From an optimization exercise on the open Yosys and OpenROAD flow, aimed at small area and a short achievable clock period; shortcuts taken in it are not production practice. At most, simulation tests tie the RTL to the original design; equivalence was not proved.

==> run a <==
==> flow/design.v (excerpt) <==
module FIR_Top(input clk, input [7:0] Xin, H0, H1, H2, output reg [15:0] Yout);
export LEC_CHECK = 0
export CAP_MARGIN = 20
export CORE_MARGIN = 2
export CORE_UTILIZATION = 60
export SETUP_SLACK_MARGIN = 4.0
export SLEW_MARGIN = 20
export SYNTH_HIERARCHICAL = 1
export SYNTH_MINIMUM_KEEP_SIZE = 0
export TNS_END_PERCENT = 0
create_clock -name core_clock -period 9.5 [get_ports {clk}]
run.sh (not shown) runs the stock make flow with config.mk's settings and CLKGATE_MAP_FILE= SYNTH_SCRIPT=/design/flow/synth_recipe.tcl, a recipe that flattens the netlist after the stock synthesis.
==> run b: changes against run a <==
Settings changed: CORE_UTILIZATION 60 to 40, SETUP_SLACK_MARGIN 4.0 to 5, TNS_END_PERCENT 0 to not set.
==> comparison <==
Run a completed without violations. Run b completed without violations. In run a the register-to-register slack is higher than in run b, by 30 ps. Between run a and run b, the lower first-iteration DRC count is in run a (gap 1.1%, measured against run b). Worst hold slack: run a is better than run b (4.2 ps). In area after synthesis, run a and run b do not differ. In synthesized cell count, run a and run b do not differ.
Function was not checked in any run of this note: the RTL went through the layout flow alone.


==> inputs of v4 <==
FIR_Top, a different RTL version from the one above (not shown whole).
Settings: LEC_CHECK=0, CAP_MARGIN=20, CORE_MARGIN=2, CORE_UTILIZATION=60, SETUP_SLACK_MARGIN=4.2, SLEW_MARGIN=20, SYNTH_HIERARCHICAL=1, SYNTH_MINIMUM_KEEP_SIZE=0, TNS_END_PERCENT=0; clock period 9.5 ns.
==> inputs of v34, as changes to v4 <==
CORE_UTILIZATION = 40   (was 60)
SETUP_SLACK_MARGIN = 5   (was 4.2)
TNS_END_PERCENT = not set   (was 0)
==> summary.md <==
| Metric | Value |
|---|---|
| Status | no timing/DRC/antenna violations |
| Fillers | roughly 840 |
| Final GP Congestion | 0.8364 |
| CP Depth | 14 |
| Final wirelength | about 13 mm |
| FP Rows | 37 |
| CP dominant cell by count | fa_1 |
# the run above: v4

==> summary.md <==
| Metric | Value |
|---|---|
| Status | no timing/DRC/antenna violations |
| Final wirelength | 15.64 mm |
| Fillers | ~1400 |
| Post-synthesis cell count | between 700 and 800 |
| FP Rows | 46 |
| Final GP Congestion | around 0.8 |
# the run above: v34



==> inputs of 03-03 <==
FIR_Top again, from the RTL that the note above started with.
Settings: LEC_CHECK=0, CAP_MARGIN=20, CORE_MARGIN=2, CORE_UTILIZATION=60, SETUP_SLACK_MARGIN=5, SLEW_MARGIN=20, SYNTH_HIERARCHICAL=1, SYNTH_MINIMUM_KEEP_SIZE=0, TNS_END_PERCENT=0; clock period 9.5 ns.
==> inputs of 01-27, as changes to 03-03 <==
==> flow/flow/run.sh (new file) <==
#!/bin/bash
# Own flow: the standard layout (standard.sh, unchanged synthesis and steps),
# with the port buffers that global placement inserts made as the smallest
# plain buffer instead of the default; repair then upsizes them where timing needs it.
set -euo pipefail
export BUFFER_PORTS_ARGS="-buffer_cell sky130_fd_sc_hd__buf_1"
bash standard.sh > standard_make.log 2>&1
==> flow/standard.sh (new file) <==
#!/bin/bash
# synth_recipe.tcl (not shown) runs the flow's synth.tcl, then flattens the netlist and writes it again
# the make line also repeats each setting of config.mk as NAME=value (left out here)
make -C /OpenROAD-flow-scripts/flow DESIGN_CONFIG=/design/flow/config.mk WORK_HOME=/design/flow/orfs CLKGATE_MAP_FILE= SYNTH_SCRIPT=/design/flow/synth_recipe.tcl "${@:-finish}"
--- a/flow/config.mk
+++ b/flow/config.mk
@@ -7,2 +7,3 @@
 export LEC_CHECK = 0
+export ABC_CLOCK_PERIOD_IN_PS = 1500
 export CAP_MARGIN = 20
@@ -10,3 +11,3 @@
 export CORE_UTILIZATION = 60
-export SETUP_SLACK_MARGIN = 5
+export SETUP_SLACK_MARGIN = 4.2
 export SLEW_MARGIN = 20
removed: flow/run.sh
==> inputs of 04-28, as changes to 03-03 <==
==> flow/flow/run.sh (new file) <==
#!/bin/bash
# Own flow: the standard layout (standard.sh, unchanged synthesis and steps),
# with the port buffers that global placement inserts made as the smallest
# plain buffer instead of the default; repair then upsizes them where timing needs it.
set -euo pipefail
export BUFFER_PORTS_ARGS="-buffer_cell sky130_fd_sc_hd__buf_1"
bash standard.sh > standard_make.log 2>&1
==> flow/standard.sh (new file) <==
#!/bin/bash
# synth_recipe.tcl (not shown) runs the flow's synth.tcl, then flattens the netlist and writes it again
# the make line also repeats each setting of config.mk as NAME=value (left out here)
make -C /OpenROAD-flow-scripts/flow DESIGN_CONFIG=/design/flow/config.mk WORK_HOME=/design/flow/orfs CLKGATE_MAP_FILE= SYNTH_SCRIPT=/design/flow/synth_recipe.tcl "${@:-finish}"
--- a/flow/config.mk
+++ b/flow/config.mk
@@ -10,3 +10,3 @@
 export CORE_UTILIZATION = 60
-export SETUP_SLACK_MARGIN = 5
+export SETUP_SLACK_MARGIN = 4.8
 export SLEW_MARGIN = 20
removed: flow/run.sh
==> summary.txt <==
outcome complete, no violations; total track usage 0.303; worst r2r src Q2[8]; via count of the routed design around 5,100; Iteration-0 DRC Markers between 300 and 400; multi-input combinational area share 0.707; non-clk buf share 0.140; vias per cell 5.49; share of post-route cells with drive strength above 1 0.249
The numbers above come from 04-28.

==> summary.txt <==
via count of the routed design between 4,000 and 5,000; Iteration-0 DRC Markers just over 300; worst hold start Q2[0]; non-clk buf share 0.124; total track usage 0.283; worst r2r src Q1[7]; multi-input combinational area share 0.717; share of post-route cells with drive strength above 1 0.200; outcome complete, no violations
The numbers above come from 03-03.

==> summary.txt <==
met3 GRT Util 0.0375; Iteration-0 DRC Markers between 200 and 250; outcome complete, no violations; vias per cell 5.48; share of post-route cells with drive strength above 1 0.0729; CP Capture Point Q2[10]; worst r2r src Q1[6]; non-clk buf share 0.0482; total track usage 0.255
The numbers above come from 01-27.



==> inputs of job 9882 <==
FIR_Top, a different RTL version from the one above (not shown whole).
Settings: LEC_CHECK=0, CAP_MARGIN=20, CORE_MARGIN=2, CORE_UTILIZATION=60, PLACE_DENSITY=0.8, SETUP_SLACK_MARGIN=4.2, SLEW_MARGIN=20, SYNTH_HIERARCHICAL=1, SYNTH_MINIMUM_KEEP_SIZE=0, TNS_END_PERCENT=5; clock period 9.5 ns.
standard.sh (not shown) runs the stock make flow with config.mk's settings and CLKGATE_MAP_FILE= SYNTH_SCRIPT=/design/flow/synth_recipe.tcl, a recipe that flattens the netlist after the stock synthesis.
==> flow/flow/run.sh <==
#!/bin/bash
# Own flow: the standard layout (standard.sh, unchanged synthesis and steps),
# with the port buffers that global placement inserts made as the smallest
# plain buffer instead of the default; repair then upsizes them where timing needs it.
set -euo pipefail
export BUFFER_PORTS_ARGS="-buffer_cell sky130_fd_sc_hd__buf_1"
bash standard.sh > standard_make.log 2>&1
==> inputs of job 7428, as changes to job 9882 <==
Settings changed: SETUP_SLACK_MARGIN 4.2 to 4.35, TNS_END_PERCENT 5 to 0.
==> inputs of job 5117, as changes to job 9882 <==
Settings changed: PLACE_DENSITY 0.8 to default, TNS_END_PERCENT 5 to 0.
==> comparison <==
- Sequential share of layout area: job 5117 < job 7428 < job 9882.
- Between job 5117 and job 7428, the lower first-iteration DRC count is in job 5117 (gap 16%, measured against job 7428).
- Non-clock buffer count, highest first: job 5117, job 7428, job 9882.
- In core utilization, job 7428 and job 5117 hardly differ.
- Sequential cell count is the same in job 5117 and job 9882.
==> figures <==
|  | job 9882 | job 7428 | job 5117 |
|---|---|---|---|
| Result of the run | complete, no violations | complete, no violations | complete, no violations |
| All-layer global routing usage | 24.9% | 24.9% | 24.4% |
| DR WL met3 | 704 um | 693 um | 509 um |
| Setup Slack @ Placement | 3.29 ns | 3.29 ns | 3.88 ns |
| Met2 usage | 44.9% | 45.0% | 42.2% |
| Fraction of layout cells with a size suffix above 1 | 5.00% | 8.65% | 7.30% |
| Final worst clock skew | 0.00993 ns | 0.00977 ns | 0.00839 ns |
| Final setup margin | 4.34 ns | 4.41 ns | 4.35 ns |
| Vias per Instance | 5.47 | 5.50 | 5.40 |
| Crit. Startpoint | Xin[1] | Xin[1] | H1[0] |
| Layout-to-synthesis area ratio | 1.056x | 1.075x | 1.076x |
| Final wirelength | 12500 um | 12900 um | 12400 um |
| Maximum single-stage delay on the critical path | 0.57 ns | 0.59 ns | 0.41 ns |
| Area occupied by multi-input gates | 5140 sq um | 5210 sq um | 5190 sq um |
| Endpoint required time on the critical path | 9.74 ns | 9.70 ns | 9.73 ns |


==> wip/indigo: inputs <==
FIR_Top again, from the RTL that the note above started with.
export LEC_CHECK = 0
export CAP_MARGIN = 20
export CORE_MARGIN = 2
export CORE_UTILIZATION = 60
export PLACE_DENSITY = 0.8
export SETUP_SLACK_MARGIN = 4.2
export SLEW_MARGIN = 20
export SYNTH_HIERARCHICAL = 1
export SYNTH_MINIMUM_KEEP_SIZE = 0
export TNS_END_PERCENT = 0
create_clock -name core_clock -period 9.5 [get_ports {clk}]
Scripts as last shown in full above: flow/flow/run.sh
==> wip/xenon: changes against wip/indigo <==
- PLACE_DENSITY: 0.8 -> 0.9
==> wip/fjord: changes against wip/indigo <==
- PLACE_DENSITY: 0.8 -> 0.7
==> summary.txt <==
metric                                                                     wip/xenon               wip/indigo                wip/fjord
Vias                                                                            4573                     4461                     4389
Estimated wirelength of the detail-placed design                            10.25 mm                 10.02 mm                 9.682 mm
Avg WL per Cell                                                             15.99 um                 15.27 um                 14.80 um
DRT met1 WL                                                                 4.920 mm                 4.931 mm                 5.171 mm
CP max stage delay                                                            540 ps                   570 ps                   550 ps
Resized Gates After CTS                                                           18                       13                       11
Wire length on met3                                                           797 um                   704 um                   589 um
Run status                                                   complete, no violations  complete, no violations  complete, no violations
CP arrival                                                                   5390 ps                  5390 ps                  5490 ps
Cell Count, Final, Fillers Out                                                   817                      816                      817
M3 GR Usage                                                                   3.863%                   3.679%                   3.066%
Post-route cell area                                                      6706 sq um               6650 sq um               6654 sq um
Clock buffers and inverters, area share                                       1.660%                   1.411%                   1.467%
Met1 global-route usage                                                       31.06%                   31.57%                   33.33%


==> run R <==
FIR_Top again, from the RTL that the note above started with.
export LEC_CHECK = 0
export CAP_MARGIN = 20
export CORE_MARGIN = 2
export CORE_UTILIZATION = 60
export SETUP_SLACK_MARGIN = 4.2
export SLEW_MARGIN = 20
export SYNTH_HIERARCHICAL = 1
export SYNTH_MINIMUM_KEEP_SIZE = 0
export TNS_END_PERCENT = 0
create_clock -name core_clock -period 9.5 [get_ports {clk}]
==> flow/flow/run.sh <==
#!/bin/bash
# Own flow: the standard layout (standard.sh: unchanged synthesis and steps) with
#  - the port buffers that global placement inserts made as the smallest plain buffer
#    (repair upsizes them where timing needs it), and
#  - timing repair limited to resizing and pin swaps (no buffer insertion or cloning).
set -euo pipefail
export BUFFER_PORTS_ARGS="-buffer_cell sky130_fd_sc_hd__buf_1"
export SETUP_MOVE_SEQUENCE="unbuffer,sizeup,swap"
bash standard.sh > standard_make.log 2>&1
==> run X (differences from run R) <==
PLACE_DENSITY = 0.8   (was unset)
==> load_flow_metrics.sql <==
INSERT INTO impl_metrics (metric_group, metric, value, unit) VALUES
('status', 'status', 'no timing/DRC/antenna violations', ''),
('routing', 'drt-pass1-iter-count', '5', ''),
('timing', 'timing.final.crit_period', '5.16', 'ns'),
('timing', 'fmaxAchievable', '194', 'MHz'),
('global_routing', 'grtUsageMet2', '0.449', ''),
('final_layout', 'multi_input_comb_area', '0.00514', 'sq mm'),
('worst_setup_path', 'critical_path_required', '9.74', 'ns'),
('place', 'post-place-cells', '808', ''),
('final_layout', 'multi_input_area_share', '0.774', ''),
('place', 'pre_cts_ws', '3.29', 'ns'),
('routing', 'detail_route.wirelength.met1', '4.93', 'mm');
Source of the figures above: run X

==> load_flow_metrics.sql <==
INSERT INTO impl_metrics (metric_group, metric, value, unit) VALUES
('routing', 'drt-pass1-iter-count', '4', ''),
('place', 'post-place-cells', '811', ''),
('status', 'status', 'no timing/DRC/antenna violations', ''),
('timing', 'fmaxAchievable', '194', 'MHz'),
('final_layout', 'multi_input_comb_area', '0.00519', 'sq mm'),
('place', 'pre_cts_ws', '3.88', 'ns'),
('final_layout', 'seqAreaFraction', '0.142', ''),
('final_layout', 'final_nets', '860', ''),
('timing', 'timing.final.crit_period', '5.15', 'ns'),
('final_layout', 'postLayoutCoreUtil', '0.657', ''),
('place', 'finalWeightedCongestion', '0.814', ''),
('logic_synthesis', 'synthesis.area', '0.00630', 'sq mm'),
('worst_setup_path', 'critical_path_required', '9.73', 'ns'),
('worst_setup_path', 'crit_path_slowest_cell', 'fa_1', ''),
('global_routing', 'grtUsageMet2', '0.422', ''),
('final_layout', 'multi_input_area_share', '0.769', '');
Source of the figures above: run R



==> inputs of v15 <==
RTL: one of the versions met above, not the one the previous note started from.
export LEC_CHECK = 0
export CAP_MARGIN = 20
export CORE_MARGIN = 2
export CORE_UTILIZATION = 60
export SETUP_SLACK_MARGIN = 3.8
export SLEW_MARGIN = 20
export SYNTH_HIERARCHICAL = 1
export SYNTH_MINIMUM_KEEP_SIZE = 0
export TNS_END_PERCENT = 0
create_clock -name core_clock -period 9.5 [get_ports {clk}]
==> flow/flow/run.sh <==
#!/bin/bash
# Own flow: the standard layout (standard.sh, unchanged synthesis and steps),
# with the port buffers that global placement inserts made as the smallest
# plain buffer instead of the default; repair then upsizes them where timing needs it.
set -euo pipefail
export BUFFER_PORTS_ARGS="-buffer_cell sky130_fd_sc_hd__buf_1"
bash standard.sh > standard_make.log 2>&1
==> inputs of v7, as changes to v15 <==
Settings changed: SETUP_SLACK_MARGIN 3.8 to 4.2.
==> inputs of v2, as changes to v15 <==
Settings changed: CORE_UTILIZATION 60 to 75, SETUP_SLACK_MARGIN 3.8 to 4.2.
==> results.tsv <==
metric	value	unit
met1 usage	42.32	%
Die Ht	96.86	um
slowest stage delay, CP	0.51	ns
Final Cell Area	6952	sq um
placement-stage cell area	6659	sq um
outcome	no timing/DRC/antenna violations	
worst reg-to-reg setup slack	5.91	ns
drt total wl	13530	um
Source of the figures above: v2

==> results.tsv <==
metric	value	unit
Std-Cell Rows	37	
Final Cell Area	6788	sq um
worst reg-to-reg setup slack	5.89	ns
placement-stage cell area	6698	sq um
outcome	no timing/DRC/antenna violations	
slowest stage delay, CP	0.51	ns
Die Ht	107.8	um
largest family of logic cells by synthesized area	adder cells	
Source of the figures above: v15

==> results.tsv <==
metric	value	unit
outcome	no timing/DRC/antenna violations	
WP data required	9.73	ns
Die Ht	107.8	um
worst reg-to-reg setup slack	6.00	ns
met1 usage	36.69	%
Final Cell Area	6962	sq um
Source of the figures above: v7

afterwards: timing with drivers on the ports:
No port has a modelled driver above. Below, the same layouts with a new extraction and two added sets of constraints. Step 1 sets driving cells, clkbuf_16 on the clock port and buf_2 on the other inputs (assumed; they add their load-dependent delay and slew). Step 2 adds t to the input delays and takes it off the output delays; t is the mean of the earliest and latest rising clock arrival at the registers after step 1. Input paths then give back, and output paths get back, about the clock's delay inside the block. Slacks: ideal / step 1 / step 2; pairs: ideal / step 1.
run	t (ns)	setup slack, ns	worst register clock-pin slew, ns	worst slew at a driven data input, ns	pins driven straight from the clock port
run a	0.359	3.683 / 3.694 / 3.334	0.11 / 0.11	0.04	1
run b	0.346	3.733 / 3.711 / 3.365	0.08 / 0.08	0.07	1
v4	0.341	4.332 / 4.341 / 4.001	0.10 / 0.10	0.04	1
v34	0.327	4.544 / 4.492 / 4.165	0.07 / 0.07	0.17	1
03-03	0.345	4.590 / 4.469 / 4.124	0.10 / 0.10	0.16	1
01-27	0.346	4.351 / 4.363 / 4.017	0.09 / 0.09	0.04	1
04-28	0.353	4.471 / 4.458 / 4.105	0.11 / 0.11	0.09	1
job 9882	0.331	4.345 / 4.355 / 4.024	0.09 / 0.09	0.04	1
job 7428	0.334	4.413 / 4.423 / 4.089	0.10 / 0.10	0.04	1
job 5117	0.330	4.352 / 4.356 / 4.026	0.10 / 0.10	0.04	1
wip/indigo	0.331	4.345 / 4.355 / 4.024	0.09 / 0.09	0.04	1
wip/xenon	0.340	4.340 / 4.326 / 3.986	0.10 / 0.10	0.05	1
wip/fjord	0.344	4.254 / 4.265 / 3.921	0.10 / 0.10	0.05	1
run R	0.330	4.353 / 4.365 / 4.036	0.10 / 0.10	0.04	1
run X	0.331	4.345 / 4.355 / 4.024	0.09 / 0.09	0.04	1
v15	0.348	4.107 / 4.120 / 3.772	0.10 / 0.10	0.03	1
v7	0.346	4.351 / 4.363 / 4.017	0.09 / 0.09	0.04	1
v2	0.340	4.300 / 4.307 / 3.967	0.10 / 0.10	0.05	1
After both steps every run listed still meets setup and hold. For 03-03, which loses most, drivers alone change the setup slack by -0.121 ns; drivers and shift together by -0.466 ns.
